From an optimization exercise on the open Yosys and OpenROAD flow, aimed at small area; shortcuts taken in it are not production practice. Only simulation tests tie the RTL to the original design; equivalence was not proved. Power is estimated from default activity; no workload was simulated.

==> inputs of run E <==
==> flow/design.v <==
module edge_detector_s
(
  input clock, reset, din,
  output rising_confirma
);
  localparam [16:0] S1300 = 17'b11101100010001000;   
  reg        m;
  reg        s0;
  reg [16:1] sh;
  reg        rdy;
  wire [16:0] s = {sh, s0};
  wire zero15 = (s[15:0] == 16'd0);
  wire fb     = s[16] ^ s[13] ^ zero15;
  wire last   = s[16] && zero15;                     
  wire rearm  = !din && rdy;
  always @(posedge clock or posedge reset)
    if (reset) begin
      m  <= 1'b0;
      s0 <= 1'b0;
    end else begin
      m  <= m ? !rearm : s0;
      s0 <= m ? (!rearm && fb) : (!s0 && din);
    end
  always @(posedge clock) begin
    sh  <= m ? s[15:0] : 16'd0;
    rdy <= m && ((s == S1300) || (rdy && !last));
  end
  assign rising_confirma = !m && s0;
endmodule
module dspl_drv_NexysA7
(
  input clock, reset,
  input [2:0] code,           
  output reg [2:0] nxt,       
  output reg [7:0] an,
  output reg [7:0] dec_ddp
);
  localparam [9:0] PH_RESET = 10'b1111100000, PH_ADV = 10'b0000111000;
  reg [9:0] ph;
  reg       shown;
  reg [2:0] sel;
  wire adv = (ph == PH_ADV);
  always @(posedge clock or posedge reset)
    if (reset) begin
      ph    <= PH_RESET;
      nxt   <= 3'd0;
      shown <= 1'b0;
    end else begin
      ph <= {ph[8:0], (ph[9] ^ ph[2]) | adv};
      if (adv) begin
        nxt   <= nxt + 3'd1;
        shown <= 1'b1;
      end
    end
  always @(posedge clock)
    if (adv) sel <= code;
  wire [2:0] cur = nxt - 3'd1;    
  localparam [6:0] G_0 = 7'b0000001, G_1 = 7'b1001111, G_2 = 7'b0010010, G_3 = 7'b0000110,
                   G_4 = 7'b1001100, G_J = 7'b1000111, G_S = 7'b0100100, G_E = 7'b0110000,
                   G_T = 7'b0001111, G_U = 7'b1000001, G_P = 7'b0011000, G_B = 7'b1100000,
                   G_C = 7'b0110001, G_L = 7'b1110001, G_Y = 7'b1000100, G_G = 7'b0100001,
                   G_SP = 7'b1111111, G_DASH = 7'b1111110;
  reg [6:0] seg;
  always @* begin
    if (cur == 3'd7 || cur == 3'd2)
      case (sel)
        3'd0: seg = G_0;
        3'd1: seg = G_1;
        3'd2: seg = G_2;
        3'd3: seg = G_3;
        3'd4: seg = G_4;
        3'd5: seg = G_DASH;
        3'd6: seg = (cur == 3'd7) ? G_B : G_E;
        default: seg = (cur == 3'd7) ? G_J : G_T;
      endcase
    else if (sel == 3'd5) seg = G_DASH;
    else
      case (cur)
        3'd0: case (sel) 3'd0, 3'd1: seg = G_P; 3'd2, 3'd3: seg = G_S; 3'd4: seg = G_C; default: seg = G_E; endcase
        3'd1: case (sel) 3'd0, 3'd1: seg = G_U; 3'd2, 3'd3: seg = G_S; 3'd4: seg = G_SP; default: seg = G_Y; endcase
        3'd3: case (sel) 3'd0, 3'd1: seg = G_E; 3'd2, 3'd3: seg = G_U; 3'd4: seg = G_SP; default: seg = G_S; endcase
        3'd4: case (sel) 3'd0, 3'd1: seg = G_S; 3'd2, 3'd3: seg = G_G; 3'd4: seg = G_SP; default: seg = G_L; endcase
        3'd5: case (sel) 3'd4: seg = G_B; 3'd6, 3'd7: seg = G_L; default: seg = G_SP; endcase
        default: case (sel) 3'd0, 3'd2: seg = G_1; 3'd1, 3'd3: seg = G_2; 3'd4: seg = G_SP; default: seg = G_U; endcase
      endcase
  end
  always @* begin
    an = 8'hFF;
    if (shown) an[cur] = 1'b0;
    dec_ddp = shown ? {seg, 1'b1} : 8'b00000010;
  end
endmodule
module BullsAndCows (
    input clock,
    input reset,
    input confirma_rising,
    input [15:0] SW,
    input [2:0] nxt,             
    output [15:0] led,
    output reg [2:0] code        
);
localparam [3:0] S1  = 4'd0,   
                 S2  = 4'd1,   
                 G   = 4'd2,   
                 WIN = 4'd3,
                 CK1 = 4'd4,   
                 CK2 = 4'd5,
                 CKG = 4'd6,
                 R0  = 4'd8,   
                 R1  = 4'd9,
                 R2  = 4'd10,
                 R3  = 4'd11,
                 R4  = 4'd12;
assign led = 16'b0;
reg [3:0]  st;
reg        p;         
reg [15:0] sec1, sec2, g;
reg crd;       
always @(posedge clock) crd <= confirma_rising;
wire cr = crd;
wire is_diff = (g[3:0]  != g[7:4])  && (g[3:0]  != g[11:8]) && (g[3:0] != g[15:12]) &&
               (g[7:4]  != g[11:8]) && (g[7:4]  != g[15:12]) &&
               (g[11:8] != g[15:12]);
wire [15:0] sec = p ? sec1 : sec2;
wire [3:0] eq = {g[7:4] == sec[15:12], g[7:4] == sec[11:8],
                 g[7:4] == sec[7:4],   g[7:4] == sec[3:0]};
wire bull = eq[~st[1:0]];
wire cow  = !bull && (eq != 4'd0);
wire inR    = st[3];
wire load   = ((st == S1) || (st == S2) || (st == G)) && !cr;
wire allbull = g[0] && g[4] && g[8] && g[12];
always @(posedge clock or posedge reset)
    if (reset) st <= S1;
    else case (st)
        S1:  if (cr) st <= CK1;
        S2:  if (cr) st <= CK2;
        G:   if (cr) st <= CKG;
        CK1: st <= is_diff ? S2 : S1;
        CK2: st <= is_diff ? G  : S2;
        CKG: st <= is_diff ? R0 : G;
        R0:  st <= R1;
        R1:  st <= R2;
        R2:  st <= R3;
        R3:  st <= R4;
        R4:  if (cr) st <= allbull ? WIN : G;
        WIN: if (cr) st <= S1;
        default: st <= S1;
    endcase
always @(posedge clock) begin
    if (st == CK2) p <= 1'b0;
    else if (st == R4 && cr) p <= !p;
    if (st == S1 && !cr) sec1 <= SW;
    if (st == S2 && !cr) sec2 <= SW;
    if (load) g <= SW;
    else begin
        g <= {g[11:0], g[15:12]};
        if (inR && !st[2]) g[9:8] <= {cow, bull};
    end
end
wire [3:0] done = {st[2] | st[1], st[2] | st[1] | st[0], st[2], st[2] | (st[1] & st[0])} & {4{inR}};
wire [3:0] cnt_bits = (nxt == 3'd7) ? {g[12], g[8], g[4], g[0]} : {g[13], g[9], g[5], g[1]};
wire [3:0] cb = cnt_bits & {done[3], done[2], done[1], done[0]};
wire [2:0] count = cb[0] + cb[1] + cb[2] + cb[3];
wire cpos = (nxt == 3'd7) || (nxt == 3'd2);
always @* begin
    if (inR)                 code = cpos ? count : 3'd4;
    else if (st[2])          code = 3'd5;
    else case (st[1:0])
        2'd3:    code = 3'd6;                                         
        2'd2:    code = (nxt == 3'd7) ? 3'd7 : cpos ? 3'd6 : {2'b01, p};  
        default: code = cpos ? 3'd7 : {2'b00, st[0]};                 
    endcase
end
endmodule
module top_nexys_a7 (
    input clock,
    input reset,
    input confirma,
    input logic[15:0] SW,
    output logic[15:0] LED,
    output logic [7:0] AN,
    output logic [7:0] DIGIT
);
logic confirma_rising;
logic [2:0] code;
logic [2:0] nxt;
dspl_drv_NexysA7 display(
    .clock(clock),
    .reset(reset),
    .code(code),
    .nxt(nxt),
    .an(AN),
    .dec_ddp(DIGIT)
);
BullsAndCows game(
    .clock(clock),
    .reset(reset),
    .confirma_rising(confirma_rising),
    .SW(SW),
    .nxt(nxt),
    .led(LED),
    .code(code)
);
edge_detector_s borda(
    .clock(clock),
    .reset(reset),
    .din(confirma),
    .rising_confirma(confirma_rising)
);
endmodule
==> flow/flow/run.sh <==
#!/bin/bash
# The standard layout (standard.sh), with three changes: ports are buffered
# with the smallest buffer, clock tree synthesis inserts no dummy loads, and
# the single constant driver of LED is not split into one tie cell per port.
set -euo pipefail
export BUFFER_PORTS_ARGS="-buffer_cell sky130_fd_sc_hd__buf_1"
export CTS_ARGS="-sink_clustering_enable -repair_clock_nets -buf_list sky130_fd_sc_hd__clkbuf_8 -dont_use_dummy_load"
export SKIP_REPAIR_TIE_FANOUT=1
bash standard.sh > standard.log 2>&1
==> flow/standard.sh <==
#!/bin/bash
# synth_recipe.tcl (not shown) runs the flow's synth.tcl, then flattens the netlist and writes it again
# the make line also repeats each setting of config.mk as NAME=value (left out here)
make -C /OpenROAD-flow-scripts/flow DESIGN_CONFIG=/design/flow/config.mk WORK_HOME=/design/flow/orfs CLKGATE_MAP_FILE= SYNTH_SCRIPT=/design/flow/synth_recipe.tcl "${@:-finish}"
==> flow/config.mk <==
export PLATFORM = sky130hd
export DESIGN_NAME = top_nexys_a7
export DESIGN_NICKNAME = top_nexys_a7
export VERILOG_FILES = /design/flow/design.v
export SDC_FILE = /design/flow/constraint.sdc
export NUM_CORES = 4
export LEC_CHECK = 0
export CAP_MARGIN = 20
export CORE_MARGIN = 2
export CORE_UTILIZATION = 70
export CTS_BUF_LIST = sky130_fd_sc_hd__clkbuf_8
export PLACE_DENSITY = 0.8
export SLEW_MARGIN = 20
==> flow/constraint.sdc <==
create_clock -name core_clock -period 10.0 [get_ports {clock}]
set_input_delay 2.0000 -clock core_clock [delete_from_list [all_inputs] [get_ports {clock}]]
set_output_delay 2.0000 -clock core_clock [all_outputs]
set_load 0.01 [all_outputs]
==> inputs of run P, as changes to run E <==
--- a/flow/design.v
+++ b/flow/design.v
@@ -40,3 +40,3 @@
   reg       shown;
-  reg [2:0] sel;
+  reg [2:0] pend, sel;
   wire adv = (ph == PH_ADV);
@@ -54,4 +54,6 @@
     end
-  always @(posedge clock)
-    if (adv) sel <= code;
+  always @(posedge clock) begin
+    pend <= code;
+    if (adv) sel <= pend;
+  end
   wire [2:0] cur = nxt - 3'd1;    
@@ -117,5 +119,3 @@
 reg [15:0] sec1, sec2, g;
-reg crd;       
-always @(posedge clock) crd <= confirma_rising;
-wire cr = crd;
+wire cr = confirma_rising;
 wire is_diff = (g[3:0]  != g[7:4])  && (g[3:0]  != g[11:8]) && (g[3:0] != g[15:12]) &&
@@ -124,4 +124,4 @@
 wire [15:0] sec = p ? sec1 : sec2;
-wire [3:0] eq = {g[7:4] == sec[15:12], g[7:4] == sec[11:8],
-                 g[7:4] == sec[7:4],   g[7:4] == sec[3:0]};
+wire [3:0] eq = {g[3:0] == sec[15:12], g[3:0] == sec[11:8],
+                 g[3:0] == sec[7:4],   g[3:0] == sec[3:0]};
 wire bull = eq[~st[1:0]];
@@ -129,3 +129,3 @@
 wire inR    = st[3];
-wire load   = ((st == S1) || (st == S2) || (st == G)) && !cr;
+wire load   = (st == S1) || (st == S2) || (st == G);
 wire allbull = g[0] && g[4] && g[8] && g[12];
@@ -151,4 +151,4 @@
     else if (st == R4 && cr) p <= !p;
-    if (st == S1 && !cr) sec1 <= SW;
-    if (st == S2 && !cr) sec2 <= SW;
+    if (st == S1) sec1 <= SW;
+    if (st == S2) sec2 <= SW;
     if (load) g <= SW;
@@ -156,6 +156,6 @@
         g <= {g[11:0], g[15:12]};
-        if (inR && !st[2]) g[9:8] <= {cow, bull};
+        if (inR && !st[2]) g[5:4] <= {cow, bull};
     end
 end
-wire [3:0] done = {st[2] | st[1], st[2] | st[1] | st[0], st[2], st[2] | (st[1] & st[0])} & {4{inR}};
+wire [3:0] done = {st[2] | (st[1] & st[0]), st[2] | st[1], st[2] | st[1] | st[0], st[2]} & {4{inR}};
 wire [3:0] cnt_bits = (nxt == 3'd7) ? {g[12], g[8], g[4], g[0]} : {g[13], g[9], g[5], g[1]};
--- a/flow/flow/run.sh
+++ b/flow/flow/run.sh
@@ -6,3 +6,3 @@
 export BUFFER_PORTS_ARGS="-buffer_cell sky130_fd_sc_hd__buf_1"
-export CTS_ARGS="-sink_clustering_enable -repair_clock_nets -buf_list sky130_fd_sc_hd__clkbuf_8 -dont_use_dummy_load"
+export CTS_ARGS="-sink_clustering_enable -sink_clustering_size 50 -sink_clustering_max_diameter 1000 -repair_clock_nets -buf_list sky130_fd_sc_hd__clkbuf_8 -root_buf sky130_fd_sc_hd__clkbuf_8 -dont_use_dummy_load"
 export SKIP_REPAIR_TIE_FANOUT=1
--- a/flow/config.mk
+++ b/flow/config.mk
@@ -9,5 +9,4 @@
 export CORE_MARGIN = 2
-export CORE_UTILIZATION = 70
+export CORE_UTILIZATION = 40
 export CTS_BUF_LIST = sky130_fd_sc_hd__clkbuf_8
-export PLACE_DENSITY = 0.8
 export SLEW_MARGIN = 20
==> inputs of run X, as changes to run E <==
--- a/flow/design.v
+++ b/flow/design.v
@@ -8,8 +8,9 @@
   reg        s0;
-  reg [16:1] sh;
+  reg [16:1] sh;      
   reg        rdy;
-  wire [16:0] s = {sh, s0};
-  wire zero15 = (s[15:0] == 16'd0);
-  wire fb     = s[16] ^ s[13] ^ zero15;
-  wire last   = s[16] && zero15;                     
+  localparam [16:1] INV = 16'b0101010101010101;
+  wire [16:0] s = {sh ^ INV, s0};
+  wire zero16 = (s[15:0] == 16'd0);
+  wire fb     = s[16] ^ s[13] ^ zero16;
+  wire last   = s[16] && zero16;                     
   wire rearm  = !din && rdy;
@@ -24,3 +25,3 @@
   always @(posedge clock) begin
-    sh  <= m ? s[15:0] : 16'd0;
+    sh  <= (m ? s[15:0] : 16'd0) ^ INV;
     rdy <= m && ((s == S1300) || (rdy && !last));
@@ -120,5 +121,6 @@
 wire cr = crd;
-wire is_diff = (g[3:0]  != g[7:4])  && (g[3:0]  != g[11:8]) && (g[3:0] != g[15:12]) &&
-               (g[7:4]  != g[11:8]) && (g[7:4]  != g[15:12]) &&
-               (g[11:8] != g[15:12]);
+wire half_diff = (g[3:0] != g[7:4]) && (g[11:8] != g[15:12]) && (g[3:0] != g[11:8]);
+reg  diff1;
+always @(posedge clock) diff1 <= half_diff;
+wire is_diff = diff1 && half_diff;
 wire [15:0] sec = p ? sec1 : sec2;
--- a/flow/config.mk
+++ b/flow/config.mk
@@ -9,5 +9,4 @@
 export CORE_MARGIN = 2
-export CORE_UTILIZATION = 70
+export CORE_UTILIZATION = 40
 export CTS_BUF_LIST = sky130_fd_sc_hd__clkbuf_8
-export PLACE_DENSITY = 0.8
 export SLEW_MARGIN = 20
==> inputs of run Z, as changes to run E <==
--- a/flow/design.v
+++ b/flow/design.v
@@ -40,3 +40,3 @@
   reg       shown;
-  reg [2:0] sel;
+  reg [2:0] pend, sel;
   wire adv = (ph == PH_ADV);
@@ -54,4 +54,6 @@
     end
-  always @(posedge clock)
-    if (adv) sel <= code;
+  always @(posedge clock) begin
+    pend <= code;
+    if (adv) sel <= pend;
+  end
   wire [2:0] cur = nxt - 3'd1;    
@@ -117,5 +119,3 @@
 reg [15:0] sec1, sec2, g;
-reg crd;       
-always @(posedge clock) crd <= confirma_rising;
-wire cr = crd;
+wire cr = confirma_rising;
 wire is_diff = (g[3:0]  != g[7:4])  && (g[3:0]  != g[11:8]) && (g[3:0] != g[15:12]) &&
@@ -124,4 +124,4 @@
 wire [15:0] sec = p ? sec1 : sec2;
-wire [3:0] eq = {g[7:4] == sec[15:12], g[7:4] == sec[11:8],
-                 g[7:4] == sec[7:4],   g[7:4] == sec[3:0]};
+wire [3:0] eq = {g[3:0] == sec[15:12], g[3:0] == sec[11:8],
+                 g[3:0] == sec[7:4],   g[3:0] == sec[3:0]};
 wire bull = eq[~st[1:0]];
@@ -129,3 +129,3 @@
 wire inR    = st[3];
-wire load   = ((st == S1) || (st == S2) || (st == G)) && !cr;
+wire load   = (st == S1) || (st == S2) || (st == G);
 wire allbull = g[0] && g[4] && g[8] && g[12];
@@ -151,4 +151,4 @@
     else if (st == R4 && cr) p <= !p;
-    if (st == S1 && !cr) sec1 <= SW;
-    if (st == S2 && !cr) sec2 <= SW;
+    if (st == S1) sec1 <= SW;
+    if (st == S2) sec2 <= SW;
     if (load) g <= SW;
@@ -156,6 +156,6 @@
         g <= {g[11:0], g[15:12]};
-        if (inR && !st[2]) g[9:8] <= {cow, bull};
+        if (inR && !st[2]) g[5:4] <= {cow, bull};
     end
 end
-wire [3:0] done = {st[2] | st[1], st[2] | st[1] | st[0], st[2], st[2] | (st[1] & st[0])} & {4{inR}};
+wire [3:0] done = {st[2] | (st[1] & st[0]), st[2] | st[1], st[2] | st[1] | st[0], st[2]} & {4{inR}};
 wire [3:0] cnt_bits = (nxt == 3'd7) ? {g[12], g[8], g[4], g[0]} : {g[13], g[9], g[5], g[1]};
==> flow/run.sh (new file) <==
#!/bin/bash
# synth_recipe.tcl (not shown) runs the flow's synth.tcl, then flattens the netlist and writes it again
# the make line also repeats each setting of config.mk as NAME=value (left out here)
make -C /OpenROAD-flow-scripts/flow DESIGN_CONFIG=/design/flow/config.mk WORK_HOME=/design/flow/orfs CLKGATE_MAP_FILE= SYNTH_SCRIPT=/design/flow/synth_recipe.tcl finish
--- a/flow/config.mk
+++ b/flow/config.mk
@@ -9,5 +9,4 @@
 export CORE_MARGIN = 2
-export CORE_UTILIZATION = 70
+export CORE_UTILIZATION = 40
 export CTS_BUF_LIST = sky130_fd_sc_hd__clkbuf_8
-export PLACE_DENSITY = 0.8
 export SLEW_MARGIN = 20
removed: flow/flow/run.sh
removed: flow/standard.sh
==> run notes <==
run status timing/DRC/antenna clean; most frequent cells in the layout 35 x dfxtp_1, 35 x edfxtp_1, 34 x buf_1; Worst-path clk slew 0.07 ns; GR Util met2 44.21%; ys async rst share 22.22%; post-route clock skew 0.02563 ns; peak per-stage delay on the critical path 0.43 ns; top cells by count, synth 35 x dfxtp_1, 35 x edfxtp_1, 32 x nand2_1, 32 x xor2_1, 28 x o21ai_0
[end of results for run E]
==> run notes <==
post-route clock skew 0.009179 ns; run status timing/DRC/antenna clean; ys async rst share 21.74%; peak per-stage delay on the critical path 0.52 ns; most frequent cells in the layout 43 x nand2_1, 37 x xor2_1, 37 x dfxtp_1; top cells by count, synth 43 x nand2_1, 37 x dfxtp_1, 37 x xor2_1
[end of results for run Z]
==> run notes <==
peak per-stage delay on the critical path 0.52 ns; CP dominant cell by count ha_1; clock share of power 14.0%; DR top layer met4; synth unique cells 56; Remaining Overflow, GRT 0; Worst-path clk slew 0.07 ns; run status timing/DRC/antenna clean; GR Util met2 25.04%; most frequent cells in the layout 43 x nand2_1, 37 x xor2_1, 36 x dfxtp_1; top cells by count, synth 43 x nand2_1, 37 x dfxtp_1, 37 x xor2_1
[end of results for run P]
==> run notes <==
run status timing/DRC/antenna clean; GR Util met2 23.52%; ys async rst share 21.98%; peak per-stage delay on the critical path 0.45 ns; most frequent cells in the layout 44 x nand2_1, 36 x dfxtp_1, 35 x edfxtp_1; Worst-path clk slew 0.08 ns
[end of results for run X]

[static timing again, ports no longer ideal]
The results above use ideal ports. As a check the final layouts listed here were re-extracted and re-timed, cells and wires unchanged.
Step 1 (the two cells are an assumption about what drives the block):
set clk [get_ports {clock}]
set_driving_cell -lib_cell sky130_fd_sc_hd__clkbuf_16 $clk
set_driving_cell -lib_cell sky130_fd_sc_hd__buf_2 [delete_from_list [all_inputs] $clk]
Step 2, shift: input delay + t, output delay - t, t = (earliest + latest rising clock arrival at the registers) / 2. This alone moves slack from input paths to output paths.
Slacks: ideal / step 1 / step 2; pairs: ideal / step 1.
run | t, ns | slack for setup (ns) | worst setup path after step 2 | latest minus earliest clock arrival (ns) | cell pins on the clock port's net
run E | 0.378 | 4.932 / 4.900 / 5.278 | register to output | 0.025 / 0.026 | 1
run P | 0.380 | 4.795 / 4.764 / 5.143 | register to output | 0.023 / 0.023 | 1
run X | 0.386 | 4.748 / 4.719 / 5.105 | register to output | 0.018 / 0.017 | 1
run Z | 0.376 | 4.440 / 4.409 / 4.785 | register to output | 0.009 / 0.009 | 1
After both steps every run listed still meets setup and hold.
